Source: an optimization exercise on an open RTL-to-GDS flow (aim: small area, a short achievable clock period and few clock cycles). Production flows keep margins and buffers that such runs may drop.
RTL that was checked went through simulation tests only; none was proved equivalent to the original.

==> 06-04 <==
==> flow/design.v <==
`timescale 1ns / 1ps
module cordic_core(input clk, input rst, input start, input [3:0] func, input [15:0] op1, input [15:0] op2,
    output busy, output done, output [31:0] result);
    reg busy_r, done_r;
    reg first;
    reg [1:0] pst;
    reg [3:0] f;
    reg m_cir, m_asn, m_acs, m_hro, m_hve;
    reg [3:0] cnt;
    reg [3:0] sh_lo, sh_hi;
    reg signed [15:0] x, y, t;
    reg [15:0] z;
    reg r16, rhi;
    reg lt, zsg, ypos;
    assign busy = busy_r;
    assign done = done_r;
    assign result = {{15{rhi}}, r16, z};
    wire circular = (f[3:1] == 3'd0) | (f[3:1] == 3'd1);
    wire m_ln = f[3];
    wire m_hrot = (f == 4'd4) | (f == 4'd5) | (f == 4'd6);
    reg [15:0] rom;
    always @(*)
    begin
        if(circular)
            case(cnt)
                4'd0: rom = 16'b0011001001000011;
                4'd1: rom = 16'b0001110110101100;
                4'd2: rom = 16'b0000111110101101;
                4'd3: rom = 16'b0000011111110101;
                4'd4: rom = 16'b0000001111111110;
                4'd5: rom = 16'b0000000111111111;
                4'd6: rom = 16'b0000000011111111;
                4'd7: rom = 16'b0000000001111111;
                4'd8: rom = 16'b0000000000111111;
                4'd9: rom = 16'b0000000000011111;
                4'd10: rom = 16'b0000000000001111;
                4'd11: rom = 16'b0000000000000111;
                4'd12: rom = 16'b0000000000000011;
                4'd13: rom = 16'b0000000000000001;
                default: rom = 16'd0;
            endcase
        else if(m_ln)
            case(cnt)
                4'd1: rom = 16'b0100011001001110;
                4'd2: rom = 16'b0010000010110000;
                4'd3: rom = 16'b0001000000010100;
                4'd4: rom = 16'b0000100000000010;
                4'd5: rom = 16'b0000010000000000;
                4'd6: rom = 16'b0000001000000000;
                4'd7: rom = 16'b0000000100000000;
                4'd8: rom = 16'b0000000010000000;
                4'd9: rom = 16'b0000000001000000;
                4'd10: rom = 16'b0000000000100000;
                4'd11: rom = 16'b0000000000010000;
                4'd12: rom = 16'b0000000000001000;
                4'd13: rom = 16'b0000000000000100;
                4'd14: rom = 16'b0000000000000010;
                default: rom = 16'd0;
            endcase
        else
            case(cnt)
                4'd1: rom = 16'b0010001100100111;
                4'd2: rom = 16'b0001000001011000;
                4'd3: rom = 16'b0000100000001010;
                4'd4: rom = 16'b0000010000000001;
                4'd5: rom = 16'b0000001000000000;
                4'd6: rom = 16'b0000000100000000;
                4'd7: rom = 16'b0000000010000000;
                4'd8: rom = 16'b0000000001000000;
                4'd9: rom = 16'b0000000000100000;
                4'd10: rom = 16'b0000000000010000;
                4'd11: rom = 16'b0000000000001000;
                4'd12: rom = 16'b0000000000000100;
                4'd13: rom = 16'b0000000000000010;
                4'd14: rom = 16'b0000000000000001;
                default: rom = 16'd0;
            endcase
    end
    wire d0 = ~t[15] & (t != 16'd0);
    wire mc = ({x[1:0], 4'd0} < x[5:0]);
    wire pp1 = (pst == 2'd2);
    wire sub_x = (m_cir & y[15]) | (m_asn & lt) | (m_acs & lt) | (m_hro & zsg) | (m_hve & ypos) | pp1;
    wire sub_y = (m_cir & ~y[15]) | (m_asn & ~lt) | (m_acs & ~lt) | (m_hro & zsg) | (m_hve & ypos);
    wire sub_z = (m_cir & y[15]) | (m_asn & ~lt) | (m_acs & lt) | (m_hro & ~zsg) | (m_hve & ~ypos);
    wire cin_x = pp1 ? ~mc : sub_x;
    wire [15:0] xs, ys;
    shift_r4 shx(x, sh_lo, sh_hi, xs);
    shift_r4 shy(y, sh_lo, sh_hi, ys);
    wire [16:0] zs = first ? {1'b0, (m_hrot ? t : 16'h0000)} : {r16, z};
    wire [15:0] yb = xs ^ {16{sub_y}};
    wire [17:0] xn2 = {x[15], x, 1'b1} + {({ys[15], ys} ^ {17{sub_x}}), cin_x};
    wire [16:0] yn2 = {y, 1'b1} + {yb, sub_y};
    wire [17:0] zn2 = {zs, 1'b1} + {({1'b0, rom} ^ {17{sub_z}}), sub_z};
    wire [16:0] xn = xn2[17:1];
    wire [15:0] yn = yn2[16:1];
    wire [16:0] zn = zn2[17:1];
    wire [15:0] zk = {y[14:0] | yb[14:0], sub_y};
    wire yn_zero = &(~(y ^ yb ^ zk));
    wire ypos_next = ~yn[15] & ~yn_zero;
    wire [16:0] ca = {y[15], y};
    wire [16:0] cb = {xs[15], xs} ^ {17{~lt}};
    wire [16:0] cc = ~{t[15], t};
    wire [16:0] cs_s = ca ^ cb ^ cc;
    wire [16:0] cs_c = (ca & cb) | (ca & cc) | (cb & cc);
    wire [17:0] cs_v = {cs_s, 1'b1} + {cs_c[15:0], 1'b1, ~lt};
    wire lt_next = cs_v[17];
    wire lt_first = d0 ? (t > 16'sh26DD) : (t > -16'sh26DD);
    wire [15:0] xln = {op1[15:14] + 2'b01, op1[13:0]};
    wire [15:0] yln = {op1[15:14] - 2'b01, op1[13:0]};
    wire [3:0] cnt_nx = (pst == 2'd1) ? 4'd6 : (pst == 2'd2) ? 4'd2 : cnt + 4'd1;
    wire [3:0] sh_lo_nx = 4'd1 << cnt_nx[1:0];
    wire [3:0] sh_hi_nx = 4'd1 << cnt_nx[3:2];
    wire last = (f == 4'd0 || f[3:1] == 3'd1) ? (cnt == 4'd13) :
                ((f == 4'd7 || m_ln) ? (cnt == 4'd14) : (cnt == 4'd15));
    always @(posedge clk)
    begin
        if(rst)
        begin
            busy_r <= 0;
            done_r <= 0;
            first <= 0;
            pst <= 0;
        end
        else if(!busy_r)
        begin
            if(start)
            begin
                busy_r <= 1;
                done_r <= 0;
                first <= 1;
                pst <= 0;
            end
        end
        else if(pst != 2'd0)
        begin
            pst <= pst + 2'd1;
            if(pst == 2'd3)
            begin
                busy_r <= 0;
                done_r <= 1;
            end
        end
        else
        begin
            first <= 0;
            if(last)
            begin
                if(f == 4'd1)
                    pst <= 2'd1;
                else if(f == 4'd6)
                    pst <= 2'd3;
                else
                begin
                    busy_r <= 0;
                    done_r <= 1;
                end
            end
        end
    end
    always @(posedge clk)
    begin
        if(!busy_r)
        begin
            x <= func[3] ? xln : op1;
            y <= func[3] ? yln : op2;
            t <= op1;
            f <= func;
            m_cir <= (func[3:1] == 3'd0);
            m_acs <= (func[3:1] == 3'd1) & ~func[0];
            m_asn <= (func[3:1] == 3'd1) & func[0];
            m_hro <= (func[3:1] == 3'd2) | (func[3:0] == 4'd6);
            m_hve <= (func[3:0] == 4'd7) | func[3];
            zsg <= op1[15];
            ypos <= func[3] ? (~yln[15] & (yln != 16'd0)) : (~op2[15] & (op2 != 16'd0));
            cnt <= {3'd0, func[3] | func[2]};
            sh_lo <= (func[3] | func[2]) ? 4'b0010 : 4'b0001;
            sh_hi <= 4'b0001;
        end
        else if(pst == 2'd1)
        begin
            y <= x;
            cnt <= cnt_nx;
            sh_lo <= sh_lo_nx;
            sh_hi <= sh_hi_nx;
        end
        else if(pst == 2'd2)
        begin
            x <= xn[15:0];
            cnt <= cnt_nx;
            sh_lo <= sh_lo_nx;
            sh_hi <= sh_hi_nx;
        end
        else if(pst == 2'd3)
        begin
            r16 <= xn[16];
            if(f == 4'd1)
            begin
                z <= xn[16:1];
                rhi <= xn[16];
            end
            else
            begin
                z <= xn[15:0];
                rhi <= 0;
            end
        end
        else
        begin
            cnt <= cnt_nx;
            sh_lo <= sh_lo_nx;
            sh_hi <= sh_hi_nx;
            lt <= first ? lt_first : lt_next;
            zsg <= zn[15];
            ypos <= ypos_next;
            r16 <= m_ln & zn[16];
            rhi <= 0;
            if(first && (m_asn || m_acs))
            begin
                x <= 16'h26DD;
                y <= d0 ? 16'h26DD : -16'sh26DD;
                if(m_acs)
                    z <= d0 ? 16'h6487 - 16'h3243 : 16'h6487 + 16'h3243;
                else
                    z <= d0 ? 16'h3243 : -16'sh3243;
            end
            else
            begin
                if(first && m_hro)
                begin
                    if(f == 4'd5)
                    begin
                        x <= zsg ? -16'sh2800 : 16'sh2800;
                        y <= 16'h5000;
                    end
                    else
                    begin
                        x <= 16'h5000;
                        y <= zsg ? -16'sh2800 : 16'sh2800;
                    end
                end
                else
                begin
                    x <= xn[15:0];
                    y <= yn;
                end
                z <= zn[15:0];
            end
            if(last)
            begin
                if(f == 4'd1 || f == 4'd6)
                begin
                    m_cir <= 0;
                    m_hro <= 0;
                end
                if(f == 4'd4 || f == 4'd5)
                    z <= xn[15:0];
            end
        end
    end
endmodule
module shift_r4(input [15:0] v, input [3:0] lo, input [3:0] hi, output [15:0] o);
    wire [18:0] ve = {{3{v[15]}}, v};
    wire [27:0] s1e;
    wire [15:0] s1;
    genvar b;
    generate
        for(b = 0; b < 16; b = b + 1)
        begin : g
            assign s1[b] = (lo[0] & ve[b]) | (lo[1] & ve[b + 1]) | (lo[2] & ve[b + 2]) | (lo[3] & ve[b + 3]);
        end
    endgenerate
    assign s1e = {{12{s1[15]}}, s1};
    generate
        for(b = 0; b < 16; b = b + 1)
        begin : h
            assign o[b] = (hi[0] & s1e[b]) | (hi[1] & s1e[b + 4]) | (hi[2] & s1e[b + 8]) | (hi[3] & s1e[b + 12]);
        end
    endgenerate
endmodule
==> flow/flow/run.sh <==
#!/bin/bash
# Standard synthesis, then the standard layout with buf_4 port buffers and repair_timing
# aiming for a larger setup margin.
set -euo pipefail
bash standard.sh synth > flow_synth.log 2>&1
bash standard.sh SETUP_SLACK_MARGIN=8.5 TNS_END_PERCENT=0 "BUFFER_PORTS_ARGS=-buffer_cell sky130_fd_sc_hd__buf_4" finish > flow_layout.log 2>&1
==> flow/standard.sh <==
#!/bin/bash
# synth_recipe.tcl (not shown) runs the flow's synth.tcl, then flattens the netlist and writes it again
# the make line also repeats each setting of config.mk as NAME=value (left out here)
make -C /OpenROAD-flow-scripts/flow DESIGN_CONFIG=/design/flow/config.mk WORK_HOME=/design/flow/orfs CLKGATE_MAP_FILE= SYNTH_SCRIPT=/design/flow/synth_recipe.tcl "${@:-finish}"
==> flow/config.mk <==
export PLATFORM = sky130hd
export DESIGN_NAME = cordic_core
export DESIGN_NICKNAME = cordic_core
export VERILOG_FILES = /design/flow/design.v
export SDC_FILE = /design/flow/constraint.sdc
export NUM_CORES = 4
export LEC_CHECK = 0
export ABC_AREA = 1
export CAP_MARGIN = 20
export CORE_MARGIN = 2
export CORE_UTILIZATION = 50
export PLACE_DENSITY = 0.7
export SLEW_MARGIN = 20
==> flow/constraint.sdc <==
create_clock -name core_clock -period 12.0 [get_ports {clk}]
set_input_delay 2.4000 -clock core_clock [delete_from_list [all_inputs] [get_ports {clk}]]
set_output_delay 2.4000 -clock core_clock [all_outputs]
set_load 0.01 [all_outputs]
==> 05-15: changes against 06-04 <==
==> flow/design.v, changed modules only <==
module cordic_core(input clk, input rst, input start, input [3:0] func, input [15:0] op1, input [15:0] op2,
    output busy, output done, output [31:0] result);
    reg busy_r, done_r;
    reg prep, first;
    reg [1:0] pst;
    reg [3:0] f;
    reg m_cir, m_asn, m_acs, m_hro, m_hve;
    reg [3:0] cnt;
    reg signed [15:0] x, y, t;
    reg [15:0] z;
    reg r16, rhi;
    reg zsg;
    assign busy = busy_r;
    assign done = done_r;
    assign result = {{15{rhi}}, r16, z};
    wire circular = (f[3:1] == 3'd0) | (f[3:1] == 3'd1);
    wire m_ln = f[3];
    wire m_hrot = (f == 4'd4) | (f == 4'd5) | (f == 4'd6);
    reg [15:0] rom;
    always @(*)
    begin
        if(circular)
            case(cnt)
                4'd0: rom = 16'b0011001001000011;
                4'd1: rom = 16'b0001110110101100;
                4'd2: rom = 16'b0000111110101101;
                4'd3: rom = 16'b0000011111110101;
                4'd4: rom = 16'b0000001111111110;
                4'd5: rom = 16'b0000000111111111;
                4'd6: rom = 16'b0000000011111111;
                4'd7: rom = 16'b0000000001111111;
                4'd8: rom = 16'b0000000000111111;
                4'd9: rom = 16'b0000000000011111;
                4'd10: rom = 16'b0000000000001111;
                4'd11: rom = 16'b0000000000000111;
                4'd12: rom = 16'b0000000000000011;
                4'd13: rom = 16'b0000000000000001;
                default: rom = 16'd0;
            endcase
        else if(m_ln)
            case(cnt)
                4'd1: rom = 16'b0100011001001110;
                4'd2: rom = 16'b0010000010110000;
                4'd3: rom = 16'b0001000000010100;
                4'd4: rom = 16'b0000100000000010;
                4'd5: rom = 16'b0000010000000000;
                4'd6: rom = 16'b0000001000000000;
                4'd7: rom = 16'b0000000100000000;
                4'd8: rom = 16'b0000000010000000;
                4'd9: rom = 16'b0000000001000000;
                4'd10: rom = 16'b0000000000100000;
                4'd11: rom = 16'b0000000000010000;
                4'd12: rom = 16'b0000000000001000;
                4'd13: rom = 16'b0000000000000100;
                4'd14: rom = 16'b0000000000000010;
                default: rom = 16'd0;
            endcase
        else
            case(cnt)
                4'd1: rom = 16'b0010001100100111;
                4'd2: rom = 16'b0001000001011000;
                4'd3: rom = 16'b0000100000001010;
                4'd4: rom = 16'b0000010000000001;
                4'd5: rom = 16'b0000001000000000;
                4'd6: rom = 16'b0000000100000000;
                4'd7: rom = 16'b0000000010000000;
                4'd8: rom = 16'b0000000001000000;
                4'd9: rom = 16'b0000000000100000;
                4'd10: rom = 16'b0000000000010000;
                4'd11: rom = 16'b0000000000001000;
                4'd12: rom = 16'b0000000000000100;
                4'd13: rom = 16'b0000000000000010;
                4'd14: rom = 16'b0000000000000001;
                default: rom = 16'd0;
            endcase
    end
    wire d0 = ~t[15] & (t != 16'd0);
    wire lt = (y < t);
    wire ypos = ~y[15] & (y != 16'd0);
    wire mc = ({x[1:0], 4'd0} < x[5:0]);
    wire pp1 = (pst == 2'd2);
    wire sub_x = (m_cir & y[15]) | (m_asn & lt) | (m_acs & lt) | (m_hro & zsg) | (m_hve & ypos) | pp1;
    wire sub_y = (m_cir & ~y[15]) | (m_asn & ~lt) | (m_acs & ~lt) | (m_hro & zsg) | (m_hve & ypos);
    wire sub_z = (m_cir & y[15]) | (m_asn & ~lt) | (m_acs & lt) | (m_hro & ~zsg) | (m_hve & ~ypos);
    wire cin_x = pp1 ? ~mc : sub_x;
    wire signed [15:0] xs = x >>> cnt;
    wire signed [15:0] ys = y >>> cnt;
    wire [16:0] zs = first ? {1'b0, (m_hrot ? t : 16'h0000)} : {r16, z};
    wire [15:0] yb = xs ^ {16{sub_y}};
    wire [16:0] xn = {x[15], x} + ({ys[15], ys} ^ {17{sub_x}}) + {16'd0, cin_x};
    wire [15:0] yn = y + yb + {15'd0, sub_y};
    wire [16:0] zn = zs + ({1'b0, rom} ^ {17{sub_z}}) + {16'd0, sub_z};
    wire [15:0] yprep = {x[15:14] - 2'b01, x[13:0]};
    wire last = (f == 4'd0 || f[3:1] == 3'd1) ? (cnt == 4'd13) :
                ((f == 4'd7 || m_ln) ? (cnt == 4'd14) : (cnt == 4'd15));
    always @(posedge clk)
    begin
        if(rst)
        begin
            busy_r <= 0;
            done_r <= 0;
            prep <= 0;
            first <= 0;
            pst <= 0;
        end
        else if(!busy_r)
        begin
            x <= op1;
            y <= op2;
            t <= op1;
            f <= func;
            m_cir <= (func[3:1] == 3'd0);
            m_acs <= (func[3:1] == 3'd1) & ~func[0];
            m_asn <= (func[3:1] == 3'd1) & func[0];
            m_hro <= (func[3:1] == 3'd2) | (func[3:0] == 4'd6);
            m_hve <= (func[3:0] == 4'd7) | func[3];
            zsg <= op1[15];
            cnt <= {3'd0, func[3] | func[2]};
            if(start)
            begin
                busy_r <= 1;
                done_r <= 0;
                prep <= func[3];
                first <= 1;
                pst <= 0;
            end
        end
        else if(prep)
        begin
            x <= {x[15:14] + 2'b01, x[13:0]};
            y <= yprep;
            prep <= 0;
        end
        else if(pst == 2'd1)
        begin
            y <= x;
            cnt <= 4'd6;
            pst <= 2'd2;
        end
        else if(pst == 2'd2)
        begin
            x <= xn[15:0];
            cnt <= 4'd2;
            pst <= 2'd3;
        end
        else if(pst == 2'd3)
        begin
            pst <= 0;
            busy_r <= 0;
            done_r <= 1;
            r16 <= xn[16];
            if(f == 4'd1)
            begin
                z <= xn[16:1];
                rhi <= xn[16];
            end
            else
            begin
                z <= xn[15:0];
                rhi <= 0;
            end
        end
        else
        begin
            first <= 0;
            cnt <= cnt + 4'd1;
            zsg <= zn[15];
            r16 <= m_ln & zn[16];
            rhi <= 0;
            if(first && (m_asn || m_acs))
            begin
                x <= 16'h26DD;
                y <= d0 ? 16'h26DD : -16'sh26DD;
                if(m_acs)
                    z <= d0 ? 16'h6487 - 16'h3243 : 16'h6487 + 16'h3243;
                else
                    z <= d0 ? 16'h3243 : -16'sh3243;
            end
            else
            begin
                if(first && m_hro)
                begin
                    if(f == 4'd5)
                    begin
                        x <= zsg ? -16'sh2800 : 16'sh2800;
                        y <= 16'h5000;
                    end
                    else
                    begin
                        x <= 16'h5000;
                        y <= zsg ? -16'sh2800 : 16'sh2800;
                    end
                end
                else
                begin
                    x <= xn[15:0];
                    y <= yn;
                end
                z <= zn[15:0];
            end
            if(last)
            begin
                if(f == 4'd1 || f == 4'd6)
                begin
                    m_cir <= 0;
                    m_hro <= 0;
                    pst <= (f == 4'd1) ? 2'd1 : 2'd3;
                end
                else
                begin
                    busy_r <= 0;
                    done_r <= 1;
                end
                if(f == 4'd4 || f == 4'd5)
                    z <= xn[15:0];
            end
        end
    end
endmodule
// module shift_r4 removed
==> flow/flow/run.sh (replaced) <==
#!/bin/bash
# Standard synthesis, then the standard layout with repair_timing aiming for a larger setup margin.
set -euo pipefail
bash standard.sh synth > flow_synth.log 2>&1
bash standard.sh SETUP_SLACK_MARGIN=8.5 TNS_END_PERCENT=0 finish > flow_layout.log 2>&1
--- a/flow/config.mk
+++ b/flow/config.mk
@@ -8,6 +8,5 @@
 export ABC_AREA = 1
 export CAP_MARGIN = 20
 export CORE_MARGIN = 2
-export CORE_UTILIZATION = 50
-export PLACE_DENSITY = 0.7
+export CORE_UTILIZATION = 40
 export SLEW_MARGIN = 20
==> results_dict.tcl <==
set metrics [dict create \
    status "no timing/DRC/antenna violations" \
    route.met3.wl_mm 3.28 \
    ys_types 60 \
    synth_area_per_cell_um2 6.92 \
    vias 10600 \
    num-clock-buffers 11 \
    grt_pass1_wl_mm 59.1 \
    grt_pass1_vias 10000 \
    antenna_found_initial 0 \
    wl_per_cell_um 21.5 \
    required_ps 12100 \
    area_growth_pct 23.6 \
]
-- figures above: 05-15

==> results_dict.tcl <==
set metrics [dict create \
    status "no timing/DRC/antenna violations" \
    wl_per_cell_um 23.9 \
    route.met3.wl_mm 5.09 \
    vias 12800 \
    synth_area_per_cell_um2 7.08 \
    grt_pass1_vias 11900 \
    num-clock-buffers 9 \
    antenna_found_initial 1 \
]
-- figures above: 06-04

Testbench counts of 05-15, summed over its fixed seeds: cycles 77,452.
No functional check of the RTL was part of 06-04.

afterwards: timing with drivers on the ports:
How much do the figures lean on ideal ports? The routed layouts below were timed once more, with nothing changed but the port constraints.
Step 1, drivers: a clkbuf_16 drives clk and a buf_2 each remaining input, both assumed.
Step 2 also shifts input and output timing later by t, the mid clock arrival at the registers, as if the neighbouring blocks saw the same clock.
Slacks: no drivers / after step 1 / after step 2; pairs: no drivers / after step 1.
| run | shift t [ns] | setup WS [ns] | worst setup path after step 2 | cell pins on the clock port's net |
|---|---|---|---|---|
| 06-04 | 0.408 | 8.218 / 8.218 / 7.971 | input to register | 1 |
| 05-15 | 0.406 | 7.676 / 7.676 / 7.676 | register to register | 1 |
After both steps every run listed still meets setup and hold. For 06-04, which loses most, drivers alone change the setup slack by 0.000 ns; drivers and shift together by -0.247 ns.
